This design comes from an exercise in tuning for small area, a short achievable clock period and few clock cycles on the open sky130 flow, not from production work.
In this exercise RTL edits were held to simulation tests only and were not proved equivalent to the original.

==> flow/design.v (outline; a module is shown in full before it is edited, if it fits) <==
// module qadd: 44 lines
// module mfa: 4 lines
// module mha: 4 lines
// module mbenc: 5 lines
// module mbsel: 3 lines
// module mxor: 3 lines
// module sqcs: 388 lines
// module mulcs: 1520 lines
// module xnew: 197 lines
// module ynew: 54 lines
// module escape: 150 lines
// module escape_time_mdbrot: 214 lines
module escape_time_mdbrot(input logic clk, input logic rst, input logic start,
                          input logic [12:0] max_iter, input logic [31:0] xmin, input logic [31:0] xmax, input logic [31:0] ymin, input logic [31:0] ymax, input logic [31:0] Xscale, input logic [31:0] Yscale,
                          output logic [7:0] vga_x, output logic [6:0] vga_y, output logic [2:0] vga_colour, output logic vga_plot,
                          output logic ready);
  // ...
==> flow/flow/run.sh <==
#!/bin/bash
# The standard layout, with the port buffers that buffer_ports inserts made
# plain buf_2 cells instead of the library's default pick (a delay buffer).
set -euo pipefail
export BUFFER_PORTS_ARGS="-buffer_cell sky130_fd_sc_hd__buf_2"
bash standard.sh > standard.log 2>&1
==> flow/standard.sh <==
#!/bin/bash
# synth_recipe.tcl (not shown) runs the flow's synth.tcl, then flattens the netlist and writes it again
# the make line also repeats each setting of config.mk as NAME=value (left out here)
make -C /OpenROAD-flow-scripts/flow DESIGN_CONFIG=/design/flow/config.mk WORK_HOME=/design/flow/orfs CLKGATE_MAP_FILE= SYNTH_SCRIPT=/design/flow/synth_recipe.tcl "${@:-finish}"
==> flow/config.mk <==
export PLATFORM = sky130hd
export DESIGN_NAME = escape_time_mdbrot
export DESIGN_NICKNAME = escape_time_mdbrot
export VERILOG_FILES = /design/flow/design.v
export SDC_FILE = /design/flow/constraint.sdc
export NUM_CORES = 4
export LEC_CHECK = 0
export CAP_MARGIN = 20
export CORE_MARGIN = 2
export CORE_UTILIZATION = 65
export PLACE_DENSITY = 0.75
export SLEW_MARGIN = 20
export SYNTH_HIERARCHICAL = 1
==> flow/constraint.sdc <==
create_clock -name core_clock -period 20.0 [get_ports {clk}]
set_input_delay 4.0000 -clock core_clock [delete_from_list [all_inputs] [get_ports {clk}]]
set_output_delay 4.0000 -clock core_clock [all_outputs]
set_load 0.01 [all_outputs]
==> results.txt, run 1 <==
Buffers placed on the I/O ports in this run total 117. Horizontal die dimension: 286 um. The final period utilization is 26.0%. The kind of cell with the highest combined delay along the critical path is adder cells.

Multi-input combinational cells in the finished layout were counted as 3678. Root buffer cell: sky130_fd_sc_hd__clkbuf_16. The synthesized netlist contains 107 unique library cells.

Detailed routing inserted a total of 36000 vias. Clock tree cell share of total cell area: 4.50%. The footprint of the flip-flops and latches was 12800 um2; the number of enable flip-flop cells after synthesis was 66. The die span in y is 286 um. The logs give 0 for the count of pins over their slew limit and 0 for the post-CTS setup repair buffer count. 0 antenna diodes ended up in the layout. Dominant kind of cell by area: multi-input combinational cells.

Synthesis inferred 605 register bits. The run finished with no timing, DRC or antenna violations. Counting instances, the worst hold path has a depth of 0. The region available for standard cell placement spans 78700 um2. Multiplexer cells account for 3.10% of the synthesized area. The count of placed standard cells including taps is 5653. The worst register-to-register path begins at y1[9]$_DFF_P_. In the global route stage, met2 resource usage came out at 51.0%.

The average detailed-routed wire length per instance is 22.9 um. The signed area change from the synthesized netlist to the final layout is 6.00%. The tools report the number of nets with antenna violations after detailed routing as 0. The required arrival time at the worst endpoint came out at 20.53 ns.
Testbench counts, summed over its fixed seeds: cycles 2,373,874.
==> module escape_time_mdbrot, before the edit <==
module escape_time_mdbrot(input logic clk, input logic rst, input logic start,
                          input logic [12:0] max_iter, input logic [31:0] xmin, input logic [31:0] xmax, input logic [31:0] ymin, input logic [31:0] ymax, input logic [31:0] Xscale, input logic [31:0] Yscale,
                          output logic [7:0] vga_x, output logic [6:0] vga_y, output logic [2:0] vga_colour, output logic vga_plot,
                          output logic ready);
localparam [1:0] S_IDLE = 2'd0;
localparam [1:0] S_INIT = 2'd1;
localparam [1:0] S_RUN  = 2'd2;
logic [1:0] state;
logic       init;                  
logic        xs_s, ys_s;           
logic [15:0] xs_m, ys_m;           
logic [12:0] mi_r;                 
logic        mi0, mi1, mi2;        
logic [12:0] mim1;                 
logic [24:0] gcx, gcy;             
logic [7:0]  gx;
logic [6:0]  gy;
logic        gdir;                 
logic        gval;                 
logic        v1, fresh1, fin1, last1, neg1;
logic [21:0] x1, y1;
logic [21:0] xs1, ys1;             
logic [12:0] rem1;                 
logic [24:0] cx1, cy1;
logic [7:0]  px1;
logic [6:0]  py1;
logic        v2, fin2, last2, per2;
logic [21:0] xs2, ys2;
logic [23:0] xxa2, xxb2, yya2, yyb2;    
logic        xxc2, yyc2;
logic [23:0] xya2, xyb2;                
logic [19:0] xyla2, xylb2;              
logic [12:0] rem2;
logic [24:0] cx2, cy2;
logic [7:0]  px2;
logic [6:0]  py2;
function automatic logic big25(input logic [24:0] v);
     big25 = (v[24:21] != 4'b0000) && (v[24:21] != 4'b1111);
endfunction
logic        gwrap, glast;
logic [24:0] gcx_a, gcy_a;
logic [23:0] gcx_b, gcy_b;
logic        gcx_s, gcy_s;
logic [24:0] gcx_sum, gcy_sum, gcx_nx, gcy_nx;
assign gwrap = gdir ? (gy == 7'd0) : (gy == 7'd119);
assign glast = gwrap & (gx == 8'd159);
assign gcx_a = init ? 25'd0 : gcx;
assign gcx_b = init ? gcx[23:0] : {8'd0, xs_m};
assign gcx_s = init ? gcx[24] : xs_s;
assign gcy_a = init ? 25'd0 : gcy;
assign gcy_b = init ? gcy[23:0] : {8'd0, ys_m};
assign gcy_s = init ? gcy[24] : (ys_s ^ gdir);
assign gcx_sum = gcx_a + {gcx_s, gcx_b ^ {24{gcx_s}}} + 25'(gcx_s);
assign gcy_sum = gcy_a + {gcy_s, gcy_b ^ {24{gcy_s}}} + 25'(gcy_s);
assign gcx_nx = gwrap ? gcx_sum : gcx;
assign gcy_nx = gwrap ? gcy : gcy_sum;
logic [23:0] xxa, xxb, yya, yyb;
logic        xxc, yyc;
logic [23:0] xya, xyb;
logic [19:0] xyla, xylb;
sqcs  sq_x   (.x(x1), .ha(xxa), .hb(xxb), .c(xxc));
sqcs  sq_y   (.x(y1), .ha(yya), .hb(yyb), .c(yyc));
mulcs mul_xy (.x(x1), .y(y1), .neg(neg1), .ha(xya), .hb(xyb), .la(xyla), .lb(xylb));
logic match, save;
assign match = ~fresh1 & (x1 == xs1) & (y1 == ys1);
assign save = fresh1 | (rem1[1:0] == 2'd0);
always_ff @(posedge clk) begin
     per2  <= match;
     xs2   <= save ? x1 : xs1;
     ys2   <= save ? y1 : ys1;
     xxa2  <= xxa;
     xxb2  <= xxb;
     xxc2  <= xxc;
     yya2  <= yya;
     yyb2  <= yyb;
     yyc2  <= yyc;
     xya2  <= xya;
     xyb2  <= xyb;
     xyla2 <= xyla;
     xylb2 <= xylb;
     if (fresh1) begin
          fin2  <= mi0 | mi1 | big25(gcx) | big25(gcy);
          last2 <= mi2;
          rem2  <= mi0 ? 13'd0 : mim1;
          cx2   <= gcx;
          cy2   <= gcy;
          px2   <= gx;
          py2   <= gy;
     end else begin
          fin2  <= fin1;
          last2 <= last1;
          rem2  <= rem1;
          cx2   <= cx1;
          cy2   <= cy1;
          px2   <= px1;
          py2   <= py1;
     end
end
logic        esc, stop, avail, take;
logic [24:0] xn, yn;
escape esc_t (.xa(xxa2), .xb(xxb2), .xc(xxc2), .ya(yya2), .yb(yyb2), .yc(yyc2), .esc(esc));
xnew   xn_a  (.xa(xxa2), .xb(xxb2), .xc(xxc2), .ya(yya2), .yb(yyb2), .yc(yyc2), .cx(cx2), .q(xn));
ynew   yn_a  (.cy(cy2), .pa(xya2), .pb(xyb2), .la(xyla2), .lb(xylb2), .q(yn));
assign stop = v2 & (fin2 | last2 | per2);
assign avail = (state == S_RUN) & gval & ~(fresh1 & glast);
assign take = avail & (~v2 | stop);
logic [2:0] col;
assign col = mi_r[2:0] - rem2[2:0];
always_ff @(posedge clk) begin
     if (take) begin
          x1   <= fresh1 ? gcx_nx[21:0] : gcx[21:0];
          y1   <= fresh1 ? gcy_nx[21:0] : gcy[21:0];
          neg1 <= fresh1 ? (gcx_nx[21] ^ gcy_nx[21]) : (gcx[21] ^ gcy[21]);
     end else begin
          x1   <= xn[21:0];
          y1   <= yn[21:0];
          neg1 <= xn[21] ^ yn[21];
     end
     rem1       <= esc ? rem2 : rem2 - 13'd1;
     fin1       <= esc | big25(xn) | big25(yn);
     last1      <= (rem2 == 13'd2);
     xs1        <= xs2;
     ys1        <= ys2;
     cx1        <= cx2;
     cy1        <= cy2;
     px1        <= px2;
     py1        <= py2;
     vga_colour <= ((fin2 | esc) & rem2 != 13'd0) ? col : 3'd0;
end
always_ff @(posedge clk) begin
     if (!rst) begin
          v1       <= 1'b0;
          v2       <= 1'b0;
          fresh1   <= 1'b0;
          vga_plot <= 1'b0;
     end else begin
          v1       <= take | (v2 & ~stop);
          v2       <= v1;
          fresh1   <= take;
          vga_plot <= stop;
     end
end
assign vga_x = px1;
assign vga_y = py1;
always_ff @(posedge clk) begin
     if (!rst) begin
          state <= S_IDLE;
          init  <= 1'b0;
          ready <= 1'b1;
          gval  <= 1'b0;
     end else begin
          case (state)
               S_IDLE: begin
                    gval <= 1'b0;
                    if (start) begin
                         state <= S_INIT;
                         init  <= 1'b1;
                         ready <= 1'b0;
                    end
               end
               S_INIT: begin
                    init  <= 1'b0;
                    gval  <= 1'b1;
                    state <= S_RUN;
               end
               default: begin
                    if (fresh1 && glast) gval <= 1'b0;
                    if (!gval && !v1 && !v2) begin
                         state <= S_IDLE;
                         ready <= 1'b1;
                    end
               end
          endcase
     end
end
assign mim1 = mi_r - 13'd1;
assign mi0 = (mi_r == 13'd0);
assign mi1 = (mi_r == 13'd1);
assign mi2 = (mi_r == 13'd2);
always_ff @(posedge clk) begin
     xs_s <= Xscale[31];
     xs_m <= Xscale[15:0];
     ys_s <= Yscale[31];
     ys_m <= Yscale[15:0];
     mi_r <= max_iter;
end
always_ff @(posedge clk) begin
     case (state)
          S_IDLE: begin
               gcx  <= {xmin[31], 1'b0, xmin[22:0]};
               gcy  <= {ymin[31], 1'b0, ymin[22:0]};
               gx   <= 8'd0;
               gy   <= 7'd0;
               gdir <= 1'b0;
          end
          S_INIT: begin
               gcx  <= gcx_sum;
               gcy  <= gcy_sum;
          end
          default: begin
               if (fresh1) begin
                    gcx <= gcx_nx;
                    gcy <= gcy_nx;
                    if (gwrap) begin
                         gx   <= gx + 8'd1;
                         gdir <= ~gdir;
                    end else begin
                         gy   <= gdir ? gy - 7'd1 : gy + 7'd1;
                    end
               end
          end
     endcase
end
endmodule
==> run 2: changes to the inputs <==
--- a/flow/design.v
+++ b/flow/design.v
@@ -46,21 +46,16 @@
 module mfa(input a, input b, input c, output s, output co);
 assign s = a ^ b ^ c;
 assign co = (a & b) | (a & c) | (b & c);
 endmodule
 module mha(input a, input b, output s, output co);
 assign s = a ^ b;
 assign co = a & b;
 endmodule
-module mbenc(input y1, input y0, input ym, output one, output two, output neg);
-assign one = y0 ^ ym;
-assign two = (y1 & ~y0 & ~ym) | (~y1 & y0 & ym);
-assign neg = y1;
-endmodule
 module mbsel(input one, input two, input a, input b, output p);
 assign p = (one & a) | (two & b);
 endmodule
 module mxor(input a, input b, output p);
 assign p = a ^ b;
 endmodule
 module sqcs(input [21:0] x, output [23:0] ha, output [23:0] hb, output c);
 wire sq_s0, sq_c0;
@@ -445,19 +440,20 @@
 mfa u_sq_190(.a(~(x[18] & x[21])), .b((x[19] & x[20])), .c(x[20]), .s(sq_s189), .co(sq_c189));
 wire [19:0] lo_a = {sq_s168, sq_s167, sq_s166, sq_s165, sq_s164, sq_s163, sq_s162, sq_s161, sq_s160, sq_s159, sq_s158, sq_s157, sq_s156, sq_s155, sq_s154, sq_s153, (x[0] & x[2]), (x[0] & x[1]), 1'b0, x[0]};
 wire [19:0] lo_b = {sq_c167, sq_c166, sq_c165, sq_c164, sq_c163, sq_c162, sq_c161, sq_c160, sq_c159, sq_c158, sq_c157, sq_c156, sq_c155, sq_c154, sq_c153, x[2], 1'b0, x[1], 1'b0, 1'b0};
 wire [20:0] lo = {1'b0, lo_a} + {1'b0, lo_b};
 assign c = lo[20];
 assign ha = {1'b0, ~(x[20] & x[21]), ~(x[19] & x[21]), sq_s189, sq_s188, sq_s187, sq_s186, sq_s185, sq_s184, sq_s183, sq_s182, sq_s181, sq_s180, sq_s179, sq_s178, sq_s177, sq_s176, sq_s175, sq_s174, sq_s173, sq_s172, sq_s171, sq_s170, sq_s169};
 assign hb = {1'b0, x[21], sq_c189, sq_c188, sq_c187, sq_c186, sq_c185, sq_c184, sq_c183, sq_c182, sq_c181, sq_c180, sq_c179, sq_c178, sq_c177, sq_c176, sq_c175, sq_c174, sq_c173, sq_c172, sq_c171, sq_c170, sq_c169, sq_c168};
 endmodule
-module mulcs(input [21:0] x, input [21:0] y, input neg, output [23:0] ha, output [23:0] hb, output [19:0] la, output [19:0] lb);
-wire bo0, bt0, bn0;
-mbenc u_benc0(.y1(y[1]), .y0(y[0]), .ym(1'b0), .one(bo0), .two(bt0), .neg(bn0));
+module mulcs(input [21:0] x, input [21:0] y, input [10:0] one, input [10:0] two, input neg, output [23:0] ha, output [23:0] hb, output [19:0] la, output [19:0] lb);
+wire bo0 = one[0];
+wire bt0 = two[0];
+wire bn0 = y[1];
 wire bp0_0;
 wire bp0_0s;
 mbsel u_bsel0_0(.one(bo0), .two(bt0), .a(x[0]), .b(1'b0), .p(bp0_0s));
 mxor u_bxor0_0(.a(bp0_0s), .b(bn0), .p(bp0_0));
 wire bp0_1;
 wire bp0_1s;
 mbsel u_bsel0_1(.one(bo0), .two(bt0), .a(x[1]), .b(x[0]), .p(bp0_1s));
 mxor u_bxor0_1(.a(bp0_1s), .b(bn0), .p(bp0_1));
@@ -540,18 +536,19 @@
 wire bp0_21;
 wire bp0_21s;
 mbsel u_bsel0_21(.one(bo0), .two(bt0), .a(x[21]), .b(x[20]), .p(bp0_21s));
 mxor u_bxor0_21(.a(bp0_21s), .b(bn0), .p(bp0_21));
 wire bp0_22;
 wire bp0_22s;
 mbsel u_bsel0_22(.one(bo0), .two(bt0), .a(x[21]), .b(x[21]), .p(bp0_22s));
 mxor u_bxor0_22(.a(bp0_22s), .b(bn0), .p(bp0_22));
-wire bo1, bt1, bn1;
-mbenc u_benc1(.y1(y[3]), .y0(y[2]), .ym(y[1]), .one(bo1), .two(bt1), .neg(bn1));
+wire bo1 = one[1];
+wire bt1 = two[1];
+wire bn1 = y[3];
 wire bp1_0;
 wire bp1_0s;
 mbsel u_bsel1_0(.one(bo1), .two(bt1), .a(x[0]), .b(1'b0), .p(bp1_0s));
 mxor u_bxor1_0(.a(bp1_0s), .b(bn1), .p(bp1_0));
 wire bp1_1;
 wire bp1_1s;
 mbsel u_bsel1_1(.one(bo1), .two(bt1), .a(x[1]), .b(x[0]), .p(bp1_1s));
 mxor u_bxor1_1(.a(bp1_1s), .b(bn1), .p(bp1_1));
@@ -634,18 +631,19 @@
 wire bp1_21;
 wire bp1_21s;
 mbsel u_bsel1_21(.one(bo1), .two(bt1), .a(x[21]), .b(x[20]), .p(bp1_21s));
 mxor u_bxor1_21(.a(bp1_21s), .b(bn1), .p(bp1_21));
 wire bp1_22;
 wire bp1_22s;
 mbsel u_bsel1_22(.one(bo1), .two(bt1), .a(x[21]), .b(x[21]), .p(bp1_22s));
 mxor u_bxor1_22(.a(bp1_22s), .b(bn1), .p(bp1_22));
-wire bo2, bt2, bn2;
-mbenc u_benc2(.y1(y[5]), .y0(y[4]), .ym(y[3]), .one(bo2), .two(bt2), .neg(bn2));
+wire bo2 = one[2];
+wire bt2 = two[2];
+wire bn2 = y[5];
 wire bp2_0;
 wire bp2_0s;
 mbsel u_bsel2_0(.one(bo2), .two(bt2), .a(x[0]), .b(1'b0), .p(bp2_0s));
 mxor u_bxor2_0(.a(bp2_0s), .b(bn2), .p(bp2_0));
 wire bp2_1;
 wire bp2_1s;
 mbsel u_bsel2_1(.one(bo2), .two(bt2), .a(x[1]), .b(x[0]), .p(bp2_1s));
 mxor u_bxor2_1(.a(bp2_1s), .b(bn2), .p(bp2_1));
@@ -728,18 +726,19 @@
 wire bp2_21;
 wire bp2_21s;
 mbsel u_bsel2_21(.one(bo2), .two(bt2), .a(x[21]), .b(x[20]), .p(bp2_21s));
 mxor u_bxor2_21(.a(bp2_21s), .b(bn2), .p(bp2_21));
 wire bp2_22;
 wire bp2_22s;
 mbsel u_bsel2_22(.one(bo2), .two(bt2), .a(x[21]), .b(x[21]), .p(bp2_22s));
 mxor u_bxor2_22(.a(bp2_22s), .b(bn2), .p(bp2_22));
-wire bo3, bt3, bn3;
-mbenc u_benc3(.y1(y[7]), .y0(y[6]), .ym(y[5]), .one(bo3), .two(bt3), .neg(bn3));
+wire bo3 = one[3];
+wire bt3 = two[3];
+wire bn3 = y[7];
 wire bp3_0;
 wire bp3_0s;
 mbsel u_bsel3_0(.one(bo3), .two(bt3), .a(x[0]), .b(1'b0), .p(bp3_0s));
 mxor u_bxor3_0(.a(bp3_0s), .b(bn3), .p(bp3_0));
 wire bp3_1;
 wire bp3_1s;
 mbsel u_bsel3_1(.one(bo3), .two(bt3), .a(x[1]), .b(x[0]), .p(bp3_1s));
 mxor u_bxor3_1(.a(bp3_1s), .b(bn3), .p(bp3_1));
@@ -822,18 +821,19 @@
 wire bp3_21;
 wire bp3_21s;
 mbsel u_bsel3_21(.one(bo3), .two(bt3), .a(x[21]), .b(x[20]), .p(bp3_21s));
 mxor u_bxor3_21(.a(bp3_21s), .b(bn3), .p(bp3_21));
 wire bp3_22;
 wire bp3_22s;
 mbsel u_bsel3_22(.one(bo3), .two(bt3), .a(x[21]), .b(x[21]), .p(bp3_22s));
 mxor u_bxor3_22(.a(bp3_22s), .b(bn3), .p(bp3_22));
-wire bo4, bt4, bn4;
-mbenc u_benc4(.y1(y[9]), .y0(y[8]), .ym(y[7]), .one(bo4), .two(bt4), .neg(bn4));
+wire bo4 = one[4];
+wire bt4 = two[4];
+wire bn4 = y[9];
 wire bp4_0;
 wire bp4_0s;
 mbsel u_bsel4_0(.one(bo4), .two(bt4), .a(x[0]), .b(1'b0), .p(bp4_0s));
 mxor u_bxor4_0(.a(bp4_0s), .b(bn4), .p(bp4_0));
 wire bp4_1;
 wire bp4_1s;
 mbsel u_bsel4_1(.one(bo4), .two(bt4), .a(x[1]), .b(x[0]), .p(bp4_1s));
 mxor u_bxor4_1(.a(bp4_1s), .b(bn4), .p(bp4_1));
@@ -916,18 +916,19 @@
 wire bp4_21;
 wire bp4_21s;
 mbsel u_bsel4_21(.one(bo4), .two(bt4), .a(x[21]), .b(x[20]), .p(bp4_21s));
 mxor u_bxor4_21(.a(bp4_21s), .b(bn4), .p(bp4_21));
 wire bp4_22;
 wire bp4_22s;
 mbsel u_bsel4_22(.one(bo4), .two(bt4), .a(x[21]), .b(x[21]), .p(bp4_22s));
 mxor u_bxor4_22(.a(bp4_22s), .b(bn4), .p(bp4_22));
-wire bo5, bt5, bn5;
-mbenc u_benc5(.y1(y[11]), .y0(y[10]), .ym(y[9]), .one(bo5), .two(bt5), .neg(bn5));
+wire bo5 = one[5];
+wire bt5 = two[5];
+wire bn5 = y[11];
 wire bp5_0;
 wire bp5_0s;
 mbsel u_bsel5_0(.one(bo5), .two(bt5), .a(x[0]), .b(1'b0), .p(bp5_0s));
 mxor u_bxor5_0(.a(bp5_0s), .b(bn5), .p(bp5_0));
 wire bp5_1;
 wire bp5_1s;
 mbsel u_bsel5_1(.one(bo5), .two(bt5), .a(x[1]), .b(x[0]), .p(bp5_1s));
 mxor u_bxor5_1(.a(bp5_1s), .b(bn5), .p(bp5_1));
@@ -1010,18 +1011,19 @@
 wire bp5_21;
 wire bp5_21s;
 mbsel u_bsel5_21(.one(bo5), .two(bt5), .a(x[21]), .b(x[20]), .p(bp5_21s));
 mxor u_bxor5_21(.a(bp5_21s), .b(bn5), .p(bp5_21));
 wire bp5_22;
 wire bp5_22s;
 mbsel u_bsel5_22(.one(bo5), .two(bt5), .a(x[21]), .b(x[21]), .p(bp5_22s));
 mxor u_bxor5_22(.a(bp5_22s), .b(bn5), .p(bp5_22));
-wire bo6, bt6, bn6;
-mbenc u_benc6(.y1(y[13]), .y0(y[12]), .ym(y[11]), .one(bo6), .two(bt6), .neg(bn6));
+wire bo6 = one[6];
+wire bt6 = two[6];
+wire bn6 = y[13];
 wire bp6_0;
 wire bp6_0s;
 mbsel u_bsel6_0(.one(bo6), .two(bt6), .a(x[0]), .b(1'b0), .p(bp6_0s));
 mxor u_bxor6_0(.a(bp6_0s), .b(bn6), .p(bp6_0));
 wire bp6_1;
 wire bp6_1s;
 mbsel u_bsel6_1(.one(bo6), .two(bt6), .a(x[1]), .b(x[0]), .p(bp6_1s));
 mxor u_bxor6_1(.a(bp6_1s), .b(bn6), .p(bp6_1));
@@ -1104,18 +1106,19 @@
 wire bp6_21;
 wire bp6_21s;
 mbsel u_bsel6_21(.one(bo6), .two(bt6), .a(x[21]), .b(x[20]), .p(bp6_21s));
 mxor u_bxor6_21(.a(bp6_21s), .b(bn6), .p(bp6_21));
 wire bp6_22;
 wire bp6_22s;
 mbsel u_bsel6_22(.one(bo6), .two(bt6), .a(x[21]), .b(x[21]), .p(bp6_22s));
 mxor u_bxor6_22(.a(bp6_22s), .b(bn6), .p(bp6_22));
-wire bo7, bt7, bn7;
-mbenc u_benc7(.y1(y[15]), .y0(y[14]), .ym(y[13]), .one(bo7), .two(bt7), .neg(bn7));
+wire bo7 = one[7];
+wire bt7 = two[7];
+wire bn7 = y[15];
 wire bp7_0;
 wire bp7_0s;
 mbsel u_bsel7_0(.one(bo7), .two(bt7), .a(x[0]), .b(1'b0), .p(bp7_0s));
 mxor u_bxor7_0(.a(bp7_0s), .b(bn7), .p(bp7_0));
 wire bp7_1;
 wire bp7_1s;
 mbsel u_bsel7_1(.one(bo7), .two(bt7), .a(x[1]), .b(x[0]), .p(bp7_1s));
 mxor u_bxor7_1(.a(bp7_1s), .b(bn7), .p(bp7_1));
@@ -1198,18 +1201,19 @@
 wire bp7_21;
 wire bp7_21s;
 mbsel u_bsel7_21(.one(bo7), .two(bt7), .a(x[21]), .b(x[20]), .p(bp7_21s));
 mxor u_bxor7_21(.a(bp7_21s), .b(bn7), .p(bp7_21));
 wire bp7_22;
 wire bp7_22s;
 mbsel u_bsel7_22(.one(bo7), .two(bt7), .a(x[21]), .b(x[21]), .p(bp7_22s));
 mxor u_bxor7_22(.a(bp7_22s), .b(bn7), .p(bp7_22));
-wire bo8, bt8, bn8;
-mbenc u_benc8(.y1(y[17]), .y0(y[16]), .ym(y[15]), .one(bo8), .two(bt8), .neg(bn8));
+wire bo8 = one[8];
+wire bt8 = two[8];
+wire bn8 = y[17];
 wire bp8_0;
 wire bp8_0s;
 mbsel u_bsel8_0(.one(bo8), .two(bt8), .a(x[0]), .b(1'b0), .p(bp8_0s));
 mxor u_bxor8_0(.a(bp8_0s), .b(bn8), .p(bp8_0));
 wire bp8_1;
 wire bp8_1s;
 mbsel u_bsel8_1(.one(bo8), .two(bt8), .a(x[1]), .b(x[0]), .p(bp8_1s));
 mxor u_bxor8_1(.a(bp8_1s), .b(bn8), .p(bp8_1));
@@ -1292,18 +1296,19 @@
 wire bp8_21;
 wire bp8_21s;
 mbsel u_bsel8_21(.one(bo8), .two(bt8), .a(x[21]), .b(x[20]), .p(bp8_21s));
 mxor u_bxor8_21(.a(bp8_21s), .b(bn8), .p(bp8_21));
 wire bp8_22;
 wire bp8_22s;
 mbsel u_bsel8_22(.one(bo8), .two(bt8), .a(x[21]), .b(x[21]), .p(bp8_22s));
 mxor u_bxor8_22(.a(bp8_22s), .b(bn8), .p(bp8_22));
-wire bo9, bt9, bn9;
-mbenc u_benc9(.y1(y[19]), .y0(y[18]), .ym(y[17]), .one(bo9), .two(bt9), .neg(bn9));
+wire bo9 = one[9];
+wire bt9 = two[9];
+wire bn9 = y[19];
 wire bp9_0;
 wire bp9_0s;
 mbsel u_bsel9_0(.one(bo9), .two(bt9), .a(x[0]), .b(1'b0), .p(bp9_0s));
 mxor u_bxor9_0(.a(bp9_0s), .b(bn9), .p(bp9_0));
 wire bp9_1;
 wire bp9_1s;
 mbsel u_bsel9_1(.one(bo9), .two(bt9), .a(x[1]), .b(x[0]), .p(bp9_1s));
 mxor u_bxor9_1(.a(bp9_1s), .b(bn9), .p(bp9_1));
@@ -1386,18 +1391,19 @@
 wire bp9_21;
 wire bp9_21s;
 mbsel u_bsel9_21(.one(bo9), .two(bt9), .a(x[21]), .b(x[20]), .p(bp9_21s));
 mxor u_bxor9_21(.a(bp9_21s), .b(bn9), .p(bp9_21));
 wire bp9_22;
 wire bp9_22s;
 mbsel u_bsel9_22(.one(bo9), .two(bt9), .a(x[21]), .b(x[21]), .p(bp9_22s));
 mxor u_bxor9_22(.a(bp9_22s), .b(bn9), .p(bp9_22));
-wire bo10, bt10, bn10;
-mbenc u_benc10(.y1(y[21]), .y0(y[20]), .ym(y[19]), .one(bo10), .two(bt10), .neg(bn10));
+wire bo10 = one[10];
+wire bt10 = two[10];
+wire bn10 = y[21];
 wire bp10_0;
 wire bp10_0s;
 mbsel u_bsel10_0(.one(bo10), .two(bt10), .a(x[0]), .b(1'b0), .p(bp10_0s));
 mxor u_bxor10_0(.a(bp10_0s), .b(bn10), .p(bp10_0));
 wire bp10_1;
 wire bp10_1s;
 mbsel u_bsel10_1(.one(bo10), .two(bt10), .a(x[1]), .b(x[0]), .p(bp10_1s));
 mxor u_bxor10_1(.a(bp10_1s), .b(bn10), .p(bp10_1));
@@ -2387,16 +2393,17 @@
 logic [12:0] mim1;                 
 logic [24:0] gcx, gcy;             
 logic [7:0]  gx;
 logic [6:0]  gy;
 logic        gdir;                 
 logic        gval;                 
 logic        v1, fresh1, fin1, last1, neg1;
 logic [21:0] x1, y1;
+logic [10:0] one1, two1;           
 logic [21:0] xs1, ys1;             
 logic [12:0] rem1;                 
 logic [24:0] cx1, cy1;
 logic [7:0]  px1;
 logic [6:0]  py1;
 logic        v2, fin2, last2, per2;
 logic [21:0] xs2, ys2;
 logic [23:0] xxa2, xxb2, yya2, yyb2;    
@@ -2428,17 +2435,17 @@
 assign gcx_nx = gwrap ? gcx_sum : gcx;
 assign gcy_nx = gwrap ? gcy : gcy_sum;
 logic [23:0] xxa, xxb, yya, yyb;
 logic        xxc, yyc;
 logic [23:0] xya, xyb;
 logic [19:0] xyla, xylb;
 sqcs  sq_x   (.x(x1), .ha(xxa), .hb(xxb), .c(xxc));
 sqcs  sq_y   (.x(y1), .ha(yya), .hb(yyb), .c(yyc));
-mulcs mul_xy (.x(x1), .y(y1), .neg(neg1), .ha(xya), .hb(xyb), .la(xyla), .lb(xylb));
+mulcs mul_xy (.x(x1), .y(y1), .one(one1), .two(two1), .neg(neg1), .ha(xya), .hb(xyb), .la(xyla), .lb(xylb));
 logic match, save;
 assign match = ~fresh1 & (x1 == xs1) & (y1 == ys1);
 assign save = fresh1 | (rem1[1:0] == 2'd0);
 always_ff @(posedge clk) begin
      per2  <= match;
      xs2   <= save ? x1 : xs1;
      ys2   <= save ? y1 : ys1;
      xxa2  <= xxa;
@@ -2474,25 +2481,28 @@
 escape esc_t (.xa(xxa2), .xb(xxb2), .xc(xxc2), .ya(yya2), .yb(yyb2), .yc(yyc2), .esc(esc));
 xnew   xn_a  (.xa(xxa2), .xb(xxb2), .xc(xxc2), .ya(yya2), .yb(yyb2), .yc(yyc2), .cx(cx2), .q(xn));
 ynew   yn_a  (.cy(cy2), .pa(xya2), .pb(xyb2), .la(xyla2), .lb(xylb2), .q(yn));
 assign stop = v2 & (fin2 | last2 | per2);
 assign avail = (state == S_RUN) & gval & ~(fresh1 & glast);
 assign take = avail & (~v2 | stop);
 logic [2:0] col;
 assign col = mi_r[2:0] - rem2[2:0];
+logic [21:0] x1d, y1d;
+logic [22:0] yb;
+assign x1d = take ? (fresh1 ? gcx_nx[21:0] : gcx[21:0]) : xn[21:0];
+assign y1d = take ? (fresh1 ? gcy_nx[21:0] : gcy[21:0]) : yn[21:0];
+assign yb = {y1d, 1'b0};
 always_ff @(posedge clk) begin
-     if (take) begin
-          x1   <= fresh1 ? gcx_nx[21:0] : gcx[21:0];
-          y1   <= fresh1 ? gcy_nx[21:0] : gcy[21:0];
-          neg1 <= fresh1 ? (gcx_nx[21] ^ gcy_nx[21]) : (gcx[21] ^ gcy[21]);
-     end else begin
-          x1   <= xn[21:0];
-          y1   <= yn[21:0];
-          neg1 <= xn[21] ^ yn[21];
+     x1   <= x1d;
+     y1   <= y1d;
+     neg1 <= x1d[21] ^ y1d[21];
+     for (int k = 0; k < 11; k++) begin
+          one1[k] <= yb[2*k+1] ^ yb[2*k];
+          two1[k] <= (yb[2*k+2] & ~yb[2*k+1] & ~yb[2*k]) | (~yb[2*k+2] & yb[2*k+1] & yb[2*k]);
      end
      rem1       <= esc ? rem2 : rem2 - 13'd1;
      fin1       <= esc | big25(xn) | big25(yn);
      last1      <= (rem2 == 13'd2);
      xs1        <= xs2;
      ys1        <= ys2;
      cx1        <= cx2;
      cy1        <= cy2;
==> run 2 against run 1 <==
Still clean on timing, DRC and antenna. Wire length increased by 1.4%. Hold slack got worse by 0.012 ns. Fmax decreased by 0.48%. Clock-buffer cell count increased by 10. Critical endpoint is now rem1[11]$_DFF_P_. Largest cell class unchanged.
==> results.txt, run 2 <==
Root buffer cell: sky130_fd_sc_hd__clkbuf_16. The tools report the capturing element type of the critical path as a flop. Most common cell in the synthesized netlist: sky130_fd_sc_hd__fa_1. The number of nets with antenna violations after detailed routing is 0 (unchanged), and the count of pins over their slew limit is 0 (unchanged). The post-CTS setup repair buffer count came out at 0 (unchanged).

The first detailed-routing pass ran for 7 iterations. The element type at the critical path start is a flop. The fraction of the yosys area taken by sequential cells was 25.5%; the top cell type's share of synthesized area was 27.2%. For the total global-route track usage, the log shows 33.5%.

The logs give 213000 um for the global-route wire length before repair and 0.927 for the placer congestion estimate. The tools report the total negative setup slack as 0 ns. At the pin with the least slew margin, the transition time is 1.14 ns. The count of yosys warnings during synthesis is 7.

In the synthesized netlist the dominant register cell turns out to be sky130_fd_sc_hd__dfxtp_1. Data on the critical path arrives at its endpoint at 5.80 ns. The initial standard-cell utilization of the core was 65.6%; the number of synthesized register bits was 626 (+3.5%). For the cts-stage hold buffer count, the log shows 0.

The final instance area is 54800 um2. Global routing consumed, on the met3 layer, 6.76% of the routing resources. The run finished with no timing, DRC or antenna violations. Horizontal die dimension: 286 um (+0.19%). The multi-input combinational cells in the finished layout cover a total of 36200 um2. The required arrival time at the worst endpoint is 20.58 ns (+0.05 ns), and the number of vias per cell is 6.23. Counting the fill cells in the layout gives 5846. TritonCTS built the clock tree. The logs give 71 for the maximum number of pins on one net before global-route repair and 0 for the count of final setup violators. For this design, the sink count on the clock tree is 626. The worst pin sits at a relative slew slack of 23.9%. Between clock sinks in the finished design, the worst skew comes to 0.0441 ns. The critical path in this run is classified as reg2reg. Setup repair after global routing left no endpoint under its margin. Average detailed-routed wire length per instance: 23.5 um (+2.2%).

The most frequent standard cell in the layout excluding fill and tap cells is sky130_fd_sc_hd__fa_1. The most utilized layer in the global route result is met2. The critical path contains buffers and inverters numbering 0 combined. The shortest period the worst path allows came out at 5.22 ns. The run gives 35700 (-0.79%) as the total via count after detailed routing. In the layout the commonest cells are sky130_fd_sc_hd__fa_1 (702), sky130_fd_sc_hd__dfxtp_1 (530), sky130_fd_sc_hd__and2_1 (429).

The footprint of the flip-flops and latches was 13200 um2 (+3.5%); the ratio of cells with drive above 1 in the final layout was 11.1%. At the end of the flow, the number of nets in the layout was 5832. The mean instance size in the synthesized netlist came out at 11.0 um2. The tools report the area enclosed by the die boundary as 81900 um2.

Derived from the worst setup path, the maximum achievable clock frequency is 191 MHz. The number of enable flip-flop cells after synthesis is 66 (unchanged). Dominant delay contributor by cell family on the critical path: adder cells. Summed over all nets, the half-perimeter wirelength after detailed placement is 89500 um. The instance area at placement came out at 52300 um2. The global routing met2 resource utilization is 52.8% (+1.8 points), and the final period utilization is 26.1% (+0.12 points).

The clock passes through at most 3 buffers. The number of top-level pins was 228. The tools report the core area as 78900 um2 (+0.16%).

The number of antenna violations at the first check in global routing was 6; the signed area change from the synthesized netlist to the final layout was 5.89%. For the via count of the first global-routing pass, the log shows 37600. The logs give 0 for the post-cts repair resize count and 2759 for the number of design-rule violations left by the first detailed-router iteration.

The die span in y was 286 um (+0.19%); the longest individual stage delay on the worst path was 0.74 ns. The worst hold path belongs to the class reg2reg. Along the worst path, the maximum fanout reaches 8. For the synthesized area, the log shows 51800 um2. The tools report the number of buffers added by the clock tree synthesis step as 71. The run gives 4701 as the post-synthesis cell count. The run gives 111 (+3.7%) as the distinct cell type count of the synthesized netlist.

Slowest cell on the critical path: sky130_fd_sc_hd__nor4b_1. The critical path goes through fa_1, fa_1, fa_1, ha_1, a21o_1, a21oi_1, o21ai_2, a41o_1, a21oi_2, xor2_1, nand3_1, nor4b_1, nand2_1, nor4_1, xor2_1. Counting instances in the post-synthesis netlist gives the leading cell types as sky130_fd_sc_hd__fa_1 (702), sky130_fd_sc_hd__dfxtp_1 (560), sky130_fd_sc_hd__and2_1 (429), sky130_fd_sc_hd__xor2_1 (354), sky130_fd_sc_hd__ha_1 (297). For the hold violation count in the final report, the log shows 0. The number of buffers added on ports is 117 (unchanged). The total overflow left after global routing is 0. The CTS H-tree depth was 3; the remaining design rule violation count was 0. The fraction of registers with async set or reset after synthesis works out to 0%.

The most prevalent standard cell on the critical path is sky130_fd_sc_hd__fa_1. For this block, the routed nets add up to 135000 um of wire. The run gives 0 as the number of max-capacitance violations reported.

After clock tree synthesis, the clock-pin slew on the worst setup and hold paths is 0.06 ns. Of all cell types, the one taking the most synthesized area is sky130_fd_sc_hd__fa_1. In the global route stage, met1 resource usage came out at 46.3%. The number of standard-cell rows in the floorplan came out at 103. Sorting the synthesized cells by area gives the leading types as sky130_fd_sc_hd__fa_1 (27%), sky130_fd_sc_hd__dfxtp_1 (22%), sky130_fd_sc_hd__ha_1 (7.2%), sky130_fd_sc_hd__xor2_1 (6.0%), sky130_fd_sc_hd__and2_1 (5.2%). The clock network latency to the later pin of the worst-skew pair was 0.65 ns.
[run 2: cell types whose count changed in the layout (fill, tap and decap cells not counted), moves of 9 or more]
cell                       before  now
sky130_fd_sc_hd__buf_4         98   76
sky130_fd_sc_hd__clkbuf_8       2   12
sky130_fd_sc_hd__nor2_1       145  120
sky130_fd_sc_hd__mux2i_1       36   57
sky130_fd_sc_hd__inv_1        101  116
sky130_fd_sc_hd__a21oi_1      173  152
sky130_fd_sc_hd__a21o_1        55   67
sky130_fd_sc_hd__o22ai_2       12    0
sky130_fd_sc_hd__nand2b_1      21   11
sky130_fd_sc_hd__o22ai_1        5   14
sky130_fd_sc_hd__dfxtp_2       15   26
sky130_fd_sc_hd__nand3_1       52   43
[run 2: through the flow]
step | setup slack, ns | cells | hold WS (ns) | util [%]
after global placement | 14.89 | 5602 | 0.310 | 66.3
final | 14.78 | 5733 | 0.300 | 69.5
after detailed placement | 14.81 | 5602 | 0.312 | 66.3
after CTS | 14.80 | 5730 | 0.302 | 69.5
after global routing | 14.54 | 5732 | 0.309 | 69.5
after floorplan | 15.28 | 4726 | 0.310 | -
[run 2: modules after synthesis (local to each module, per instance)]
module | cell area (um2) | flops+latches | cells
escape | 716 | 0 | 93
escape_time_mdbrot | 22800 | 626 | 2025
mbsel | 8.76 | 0 | 1
mfa | 20.0 | 0 | 1
mha | 12.5 | 0 | 1
mulcs | 702 | 0 | 100
mxor | 8.76 | 0 | 1
sqcs | 2240 | 0 | 357
xnew | 1430 | 0 | 214
ynew | 1790 | 0 | 235
[run 2: cells by family after synthesis]
kind of cell               after synthesis  share of synthesized area, %
adders and majority gates              999                          34.3
muxes                                  169                          3.54
buffers and inverters                  483                          4.89
AOI/OAI and AO/OA                      845                          12.1
other                                    5                        0.0363
and+or+nand+nor                       1099                          11.6
DFF                                    626                          25.5
xor gates and xnor gates               475                          8.05
[run 2: cell type report]
type                       instances  share of cell area, %
inverter                         116                  0.795
sequential                       626                   24.2
multi-input combinational       3617                   66.0
clock buffer                      96                   3.67
tap                             1050                   2.40
clock inverter                    32                  0.856
antenna                            3                 0.0137
timing repair buffer             193                   2.11
[run 2: worst reg2reg max path, cell delays in order (launching register included)]
cell	delay (ns)
sky130_fd_sc_hd__dfxtp_1	0.35
sky130_fd_sc_hd__fa_1	0.53
sky130_fd_sc_hd__fa_1	0.53
sky130_fd_sc_hd__fa_1	0.44
sky130_fd_sc_hd__ha_1	0.32
sky130_fd_sc_hd__a21o_1	0.18
sky130_fd_sc_hd__a21oi_1	0.31
sky130_fd_sc_hd__o21ai_2	0.12
sky130_fd_sc_hd__a41o_1	0.25
sky130_fd_sc_hd__a21oi_2	0.14
sky130_fd_sc_hd__xor2_1	0.15
sky130_fd_sc_hd__nand3_1	0.45
sky130_fd_sc_hd__nor4b_1	0.75
sky130_fd_sc_hd__nand2_1	0.20
sky130_fd_sc_hd__nor4_1	0.28
sky130_fd_sc_hd__xor2_1	0.16
[run 2: path summary, 6_finish.rpt]
kind	slack, ns	depth (start not counted)	endpoint	from
setup / recovery	14.78	15	rem1[11]$_DFF_P_	xxa2[3]$_DFF_P_
hold / removal	0.30	0	ys1[4]$_DFF_P_	ys2[4]$_DFF_P_
setup reg to reg	14.78	15	rem1[11]$_DFF_P_	xxa2[3]$_DFF_P_
hold reg to reg	0.30	0	ys1[4]$_DFF_P_	ys2[4]$_DFF_P_
[run 2: per-layer routing]
metal | vias to the layer above | share of wire [%]
met5 | - | 0
met4 | 0 | 3.4
met3 | 309 | 9.7
met2 | 1757 | 46
met1 | 17900 | 41
li1 | 15700 | -
Testbench counts of run 2, summed over its fixed seeds: cycles 2,373,874.
==> run 3: changes to the inputs <==
--- a/flow/config.mk
+++ b/flow/config.mk
@@ -8,6 +8,8 @@
 export CAP_MARGIN = 20
 export CORE_MARGIN = 2
 export CORE_UTILIZATION = 65
+export CTS_CLUSTER_DIAMETER = 100
+export CTS_CLUSTER_SIZE = 22
 export PLACE_DENSITY = 0.75
 export SLEW_MARGIN = 20
 export SYNTH_HIERARCHICAL = 1
==> run 3 against run 2 <==
Non-clock buffer count unchanged. Core utilization is 1.7 points lower. Final cell count is 1.2% lower. Global-route usage is 0.58 points lower. Die area is the same. Fmax fell by 1.8%. Wire length is 1.5% lower. First-iteration DRC count is 7.1% higher. Hold slack gained 0.013 ns.
==> results.txt, run 3 <==
The number of buffers added on ports came out at 117 (unchanged). The flow ran to the end and the layout has no timing, DRC or antenna violations. For the number of design-rule violations left by the first detailed-router iteration, the log shows 2956 (+7.1%). The fraction of registers with async set or reset after synthesis was 0% (unchanged). The average detailed-routed wire length per instance is 23.4 um (-0.31%). The run gives 133000 um (-1.5%) as the total length of routed wires.

The tools report the final instance area as 53500 um2 (-2.5%). TritonCTS built the clock tree. For the count of placed standard cells including taps, the log shows 5602 (unchanged). For the half-perimeter wire length after placement, the log shows 89500 um (unchanged).

The tools report the distinct cell type count of the synthesized netlist as 111 (unchanged). The number of standard cells in the final layout excluding fillers came out at 5666 (-1.2%). The core area is 78900 um2 (unchanged). The number of synthesized register bits came out at 626 (unchanged).

Ratio of cells with drive above 1 in the final layout: 9.80% (-1.3 points). From synthesis to final layout, the design area changed by 3.30%. The total global-route track usage came out at 32.9% (-0.58 points). The total congestion overflow is 0 (unchanged). For the total via count after detailed routing, the log shows 35300 (-1.3%).

The class of the worst hold path was reg2reg. For the number of buffers between clock root and the deepest sink, the log shows 3 (unchanged). The count of yosys warnings during synthesis is 7 (unchanged), and the cts-stage hold buffer count is 0 (unchanged). The tools report the count of pins over their slew limit as 0 (unchanged). The instance area at placement came out at 52300 um2 (unchanged). The clock transition at the registers of the reported paths works out to 0.09 ns (+0.03 ns). Hold violation count in the final report: 0 (unchanged).

Setup repair after global routing left no endpoint under its margin. The tools report the worst path arrival time as 5.87 ns (+0.07 ns). In the post-synthesis netlist, the biggest area contributors are sky130_fd_sc_hd__fa_1 (27%), sky130_fd_sc_hd__dfxtp_1 (22%), sky130_fd_sc_hd__ha_1 (7.2%), sky130_fd_sc_hd__xor2_1 (6.0%), sky130_fd_sc_hd__and2_1 (5.2%). The number of cells traversed by the worst register-to-register path came out at 15 (unchanged).

The count of final setup violators was 0 (unchanged); the horizontal die dimension was 286 um (unchanged). Worst setup skew after layout: 0.0495 ns (+0.00536 ns). Root buffer cell: sky130_fd_sc_hd__clkbuf_16. The instance count along the most critical hold path is 0 (unchanged), and the total iterations of the first detailed-routing run is 5 (-2). CTS H-tree depth: 2 (-1). The highest attainable clock frequency was 188 MHz (-1.8%). The remaining design rule violation count is 0 (unchanged). STA classifies the critical path endpoint as a flop. The maximum fanout along the worst path was 8 (unchanged).

The total negative setup slack is 0 ns (unchanged), and the number of vias per cell is 6.22 (-0.14%). Number of enable flip-flop cells after synthesis: 66 (unchanged). The number of buffers added by the clock tree synthesis step came out at 36 (-49%). The critical path in this run is classified as reg2reg. For the via count of the first global-routing pass, the log shows 36900 (-1.7%). The fraction of the yosys area taken by sequential cells was 25.5% (unchanged).

The largest total area in the synthesized netlist belongs to sky130_fd_sc_hd__fa_1. The number of antenna violations at the first check in global routing is 9 (+3), and the slew at the pin closest to its max-slew limit is 1.15 ns (+0.00926 ns). The global-route wire length before repair is 210000 um (-1.6%). The post-CTS setup repair buffer count is 0 (unchanged). The tools report the element type at the critical path start as a flop.

The top cell type's share of synthesized area is 27.2% (unchanged). By count the netlist is led by sky130_fd_sc_hd__fa_1 (702), sky130_fd_sc_hd__dfxtp_1 (560), sky130_fd_sc_hd__and2_1 (429), sky130_fd_sc_hd__xor2_1 (354), sky130_fd_sc_hd__ha_1 (297). The worst slew margin relative to its limit came out at 23.3% (-0.62 points). The logs give 0.63 ns (-0.02 ns) for the clock network latency to the later pin of the worst-skew pair and 626 (unchanged) for the clock net sink count.

The run gives 81900 um2 (unchanged) as the area enclosed by the die boundary. The initial standard-cell utilization of the core is 65.6% (unchanged). Number of standard-cell rows in the floorplan: 103 (unchanged). For the placer congestion estimate, the log shows 0.927 (unchanged). The synthesized area is 51800 um2 (unchanged). The die span in y was 286 um (unchanged). The maximum number of pins on one net before global-route repair is 71 (unchanged).

The dominant synthesized flop cell was sky130_fd_sc_hd__dfxtp_1. The mean instance size in the synthesized netlist came out at 11.0 um2 (unchanged). The most common cell in the synthesized netlist is sky130_fd_sc_hd__fa_1.

The post-cts repair resize count came out at 0 (unchanged). For the number of top-level pins, the log shows 228 (unchanged). The post-synthesis cell count was 4701 (unchanged). The shortest period the worst path allows is 5.32 ns (+0.0966 ns), and the final core utilization is 67.8% (-1.7 points). The final period utilization came out at 26.6% (+0.48 points).

The final-stage net count was 5797 (-0.60%). The run gives 0 (unchanged) as the number of max-capacitance violations reported. Leaving out fill and tap cells, the most frequent cell in the layout is sky130_fd_sc_hd__fa_1. The library cells used most frequently in the layout, excluding fill and tap cells, are sky130_fd_sc_hd__fa_1 (702), sky130_fd_sc_hd__dfxtp_1 (530), sky130_fd_sc_hd__and2_1 (429). The required arrival time at the worst endpoint was 20.56 ns (-0.02 ns); the number of nets with antenna violations after detailed routing was 0 (unchanged).
[run 3: cell counts after synthesis]
No cell type changed its count.
[run 3: cell families (layout without fill, tap and decap cells)]
kind of cell,after synthesis,after routing,share of synthesized area (%)
compound gates,845,845,12.1
xor+xnor,475,475,8.05
fa+ha+maj,999,999,34.3
buf+inv,483,369,4.89
flops,626,626,25.5
mux,169,169,3.54
other cells,5,34,0.0363
simple gates,1099,1099,11.6
[run 3: area by class of cell]
type                       count  area [um2]
inverter                     116         435
multi-input combinational   3617       36200
tap                         1050        1310
clock inverter                10         161
fill                        6052       25400
antenna                        4        10.0
clock buffer                  50         973
timing repair buffer         193        1160
sequential                   626       13200
[run 3: routing by layer]
layer / share of wire, % / GRT usage, % / up-vias
li1: - / - / 15600
met3: 9.3 / 6.26 / 283
met1: 42 / 46.2 / 17700
met4: 3.0 / 10.7 / 2
met5: 0.0098 / 0.174 / -
met2: 46 / 51.9 / 1685
[run 3: path summary, 6_finish.rpt]
kind | startpoint | end | slack [ns]
max | xxa2[3]$_DFF_P_ | rem1[11]$_DFF_P_ | 14.68
min | xs2[11]$_DFF_P_ | xs1[11]$_DFF_P_ | 0.31
max reg2reg | xxa2[3]$_DFF_P_ | rem1[11]$_DFF_P_ | 14.68
min reg2reg | xs2[11]$_DFF_P_ | xs1[11]$_DFF_P_ | 0.31
[run 3: Yosys stat by module (local to each module, per instance)]
module              cells  area (um2)
escape_time_mdbrot   2025       22800
sqcs                  357        2240
ynew                  235        1790
xnew                  214        1430
escape                 93         716
mulcs                 100         702
mfa                     1        20.0
mha                     1        12.5
mbsel                   1        8.76
mxor                    1        8.76
[run 3: critical path, stage by stage, from the launching register on]
cell,delay [ns]
sky130_fd_sc_hd__dfxtp_1,0.37
sky130_fd_sc_hd__fa_1,0.53
sky130_fd_sc_hd__fa_1,0.53
sky130_fd_sc_hd__fa_1,0.44
sky130_fd_sc_hd__ha_1,0.32
sky130_fd_sc_hd__a21o_1,0.18
sky130_fd_sc_hd__a21oi_1,0.34
sky130_fd_sc_hd__o21ai_2,0.12
sky130_fd_sc_hd__a21oi_1,0.27
sky130_fd_sc_hd__o211ai_2,0.15
sky130_fd_sc_hd__xnor2_1,0.15
sky130_fd_sc_hd__nand3_1,0.45
sky130_fd_sc_hd__nor4b_1,0.76
sky130_fd_sc_hd__nand2_1,0.20
sky130_fd_sc_hd__nor4_1,0.28
sky130_fd_sc_hd__xor2_1,0.16
[run 3: per-stage QoR]
| stage | hold slack, ns | setup slack, ns |
|---|---|---|
| 4_1_cts | 0.315 | 14.78 |
| 3_3_place_gp | 0.310 | 14.89 |
| 2_1_floorplan | 0.310 | 15.28 |
| 6_report | 0.313 | 14.68 |
| 3_5_place_dp | 0.312 | 14.81 |
| 5_1_grt | 0.316 | 14.51 |

-- afterwards: timing with drivers on the ports --
The flow's constraints put no driver on any port. The routed layouts listed below were extracted and timed again, unchanged, in two steps. Step 1 sets driving cells, clkbuf_16 on the clock port and buf_2 on the other inputs (assumed; they add their load-dependent delay and slew). Step 2, shift: input delay + t, output delay - t, t = (earliest + latest rising clock arrival at the registers) / 2. This alone moves slack from input paths to output paths. Three values: ideal, step 1, step 2; two values: the first two.
run	t (ns)	slack for setup (ns)	clock arrival spread, ns
run 1	0.696	14.802 / 14.797 / 14.802	0.065 / 0.065
run 2	0.694	14.777 / 14.747 / 14.777	0.044 / 0.045
run 3	0.671	14.681 / 14.681 / 14.681	0.050 / 0.051
After both steps setup and hold are still met in every run listed.
